Context: an optimization exercise on an open-source flow, tuned for small area, a short achievable clock period and few clock cycles per item. The choices shown serve that exercise and are no tape-out recipe. In this exercise RTL edits were held to simulation tests only and were not proved equivalent to the original. Power is estimated from default activity; no workload was simulated.

== build 91 ==
Design APB_Slave, start of the top module:
module APB_Slave#( parameter DWIDTH = 32, AWIDTH = 5)
(   input                                      PCLK,             
    input                                   PRESETn,             
    input                                     PSELx,             
    input                                   PENABLE,             
    input                        [AWIDTH-1:0] PADDR,             
    input                                    PWRITE,             
    input                       [DWIDTH-1:0] PWDATA,             
    output reg                  [DWIDTH-1:0] PRDATA,             
    output                                   PREADY,             
    output                                   PSLVERR             
);
Size in the first run: ~76 I/O pins, about 38000 µm² of cells after synthesis.
export LEC_CHECK = 0
export CAP_MARGIN = 20
export CORE_MARGIN = 2
export CORE_UTILIZATION = 65
export CTS_BUF_LIST = sky130_fd_sc_hd__clkbuf_8 sky130_fd_sc_hd__clkbuf_16
export CTS_CLUSTER_DIAMETER = 80
export CTS_CLUSTER_SIZE = 20
export SETUP_SLACK_MARGIN = 3.3
export SLEW_MARGIN = 20
export SYNTH_HIERARCHICAL = 1
create_clock -name core_clock -period 5.5 [get_ports {PCLK}]
run.sh (not shown) runs the stock make flow with config.mk's settings and CLKGATE_MAP_FILE= SYNTH_SCRIPT=/design/flow/synth_recipe.tcl, a recipe that flattens the netlist after the stock synthesis.
Build 91 | status: complete | timing, DRC, antenna: pass
Testbench counts of build 91, summed over its fixed seeds: cycles 8,184, transfers 4,096.
The inputs of build 47 differ from those of build 91 as listed below.
# build 91
export LEC_CHECK = 0
export CAP_MARGIN = 20
export CORE_MARGIN = 2
export CORE_UTILIZATION = 65
export CTS_BUF_LIST = sky130_fd_sc_hd__clkbuf_8 sky130_fd_sc_hd__clkbuf_16
export CTS_CLUSTER_DIAMETER = 80
export CTS_CLUSTER_SIZE = 20
export SETUP_SLACK_MARGIN = 3.3
export SLEW_MARGIN = 20
export SYNTH_HIERARCHICAL = 1
create_clock -name core_clock -period 5.5 [get_ports {PCLK}]
# build 47
export LEC_CHECK = 0
export CAP_MARGIN = 20
export CORE_MARGIN = 2
export CORE_UTILIZATION = 65
export CTS_CLUSTER_DIAMETER = 100
export CTS_CLUSTER_SIZE = 24
export SETUP_SLACK_MARGIN = 3.35
export SLEW_MARGIN = 20
export SYNTH_HIERARCHICAL = 1
create_clock -name core_clock -period 5.5 [get_ports {PCLK}]
[summary]
- Looking at wire length of the first global-routing pass, build 47 sits 3.8% below build 91.
- Wire length in build 47 vs build 91: down about 1.5%
- Cell count, build 91 and build 47: larger value in build 91
- Build 47 finished every stage and its layout cleared the timing, design-rule and antenna checks.
- Build 91 → build 47: final worst-path setup slack essentially unchanged; count of clock-net buffers in the final layout went up.
> inputs changed (build 47 -> build 22)
# build 47
export LEC_CHECK = 0
export CAP_MARGIN = 20
export CORE_MARGIN = 2
export CORE_UTILIZATION = 65
export CTS_CLUSTER_DIAMETER = 100
export CTS_CLUSTER_SIZE = 24
export SETUP_SLACK_MARGIN = 3.35
export SLEW_MARGIN = 20
export SYNTH_HIERARCHICAL = 1
create_clock -name core_clock -period 5.5 [get_ports {PCLK}]
# build 22
export LEC_CHECK = 0
export CAP_MARGIN = 20
export CORE_ASPECT_RATIO = 0.75
export CORE_MARGIN = 2
export CORE_UTILIZATION = 65
export CTS_CLUSTER_DIAMETER = 100
export CTS_CLUSTER_SIZE = 24
export SETUP_SLACK_MARGIN = 3.3
export SLEW_MARGIN = 20
export SYNTH_HIERARCHICAL = 1
create_clock -name core_clock -period 5.5 [get_ports {PCLK}]
[summary]
- Build 22 reached the final stage; the timing, design-rule and antenna checks on its layout passed.
- The higher worst setup timing slack at the placement stage of build 47 and build 22 is in build 47.
- Re final weighted congestion of routability-driven global placement: build 47 was higher than build 22.
- Compare build 47 and build 22 | first-pass GRT wire length lower: build 47
- In terms of register area, build 22 and build 47 differ only marginally.
- In build 22, the maximum achievable frequency came out 0.0078 GHz below the value in build 47.
- Compared with build 47, build 22 shows setup slack lower by 0.039 ns.
- Met2 usage in global routing, build 47 and build 22: larger value in build 47
- Final net count (lower): build 22
- Diff build 47 -> build 22: wire length shrank by 0.73%, global-route track usage on met3 shrank by 0.91 points.
- Portion of the post-synthesis area used by sequential elements: build 22 vs build 47 identical
Input-level comparison between build 2 and build 22:
# build 22
export LEC_CHECK = 0
export CAP_MARGIN = 20
export CORE_ASPECT_RATIO = 0.75
export CORE_MARGIN = 2
export CORE_UTILIZATION = 65
export CTS_CLUSTER_DIAMETER = 100
export CTS_CLUSTER_SIZE = 24
export SETUP_SLACK_MARGIN = 3.3
export SLEW_MARGIN = 20
export SYNTH_HIERARCHICAL = 1
create_clock -name core_clock -period 5.5 [get_ports {PCLK}]
# build 2
export LEC_CHECK = 0
export CAP_MARGIN = 20
export CORE_MARGIN = 2
export CORE_UTILIZATION = 65
export CTS_CLUSTER_DIAMETER = 80
export CTS_CLUSTER_SIZE = 28
export SETUP_SLACK_MARGIN = 3.3
export SLEW_MARGIN = 20
export SYNTH_HIERARCHICAL = 1
create_clock -name core_clock -period 5.5 [get_ports {PCLK}]
## What came out
Between build 22 and build 2, the post-detailed-placement half-perimeter wirelength figures differ only marginally. On filler cell count, build 22 and build 2 are neck and neck. NOTE non-clock buffer count build 22->build 2 increased by a few percent. Build 2: PASS, flow complete, no timing, DRC or antenna violations. Build 22 reached the end of the flow, and the finished layout is clean on the timing, design-rule and antenna checks. In build 2 the fraction of area in multi-input gates turned out 0.19 points higher than in build 22. Max critical path depth across build 22 and build 2: build 2. Changes observed in build 2 relative to build 22: overall power ~0 delta, total number of vias neither gained nor lost much, number of multi-input combinational cells in the layout about even, global-route usage higher, met3 usage dropped 1.8 points. Build 22 leaves less setup margin than build 2.

-- separate check: timing with driven ports --
No port has a modelled driver above. Below, the same layouts with a new extraction and two added sets of constraints. Step 1, drivers: a clkbuf_16 drives PCLK and a buf_2 each remaining input, both assumed. Step 2 also shifts input and output timing later by t, the mid clock arrival at the registers, as if the neighbouring blocks saw the same clock. Three values: no drivers, after step 1, after step 2; two values: the first two.
run	t, ns	setup WS [ns]	clock arrival spread, ns	worst data-port slew with drivers (ns)	cell pins on the clock port's net
build 91	0.702	3.283 / 3.246 / 2.607	0.019 / 0.020	0.05	1
build 47	0.679	3.283 / 3.269 / 2.615	0.017 / 0.017	0.07	1
build 22	0.677	3.244 / 3.264 / 2.592	0.030 / 0.031	0.05	1
build 2	0.676	3.284 / 3.263 / 2.623	0.031 / 0.031	0.05	1
After both steps every run listed still meets setup and hold. The setup slack of build 91, which loses most, moves by -0.037 ns with the drivers and by -0.676 ns with both steps.
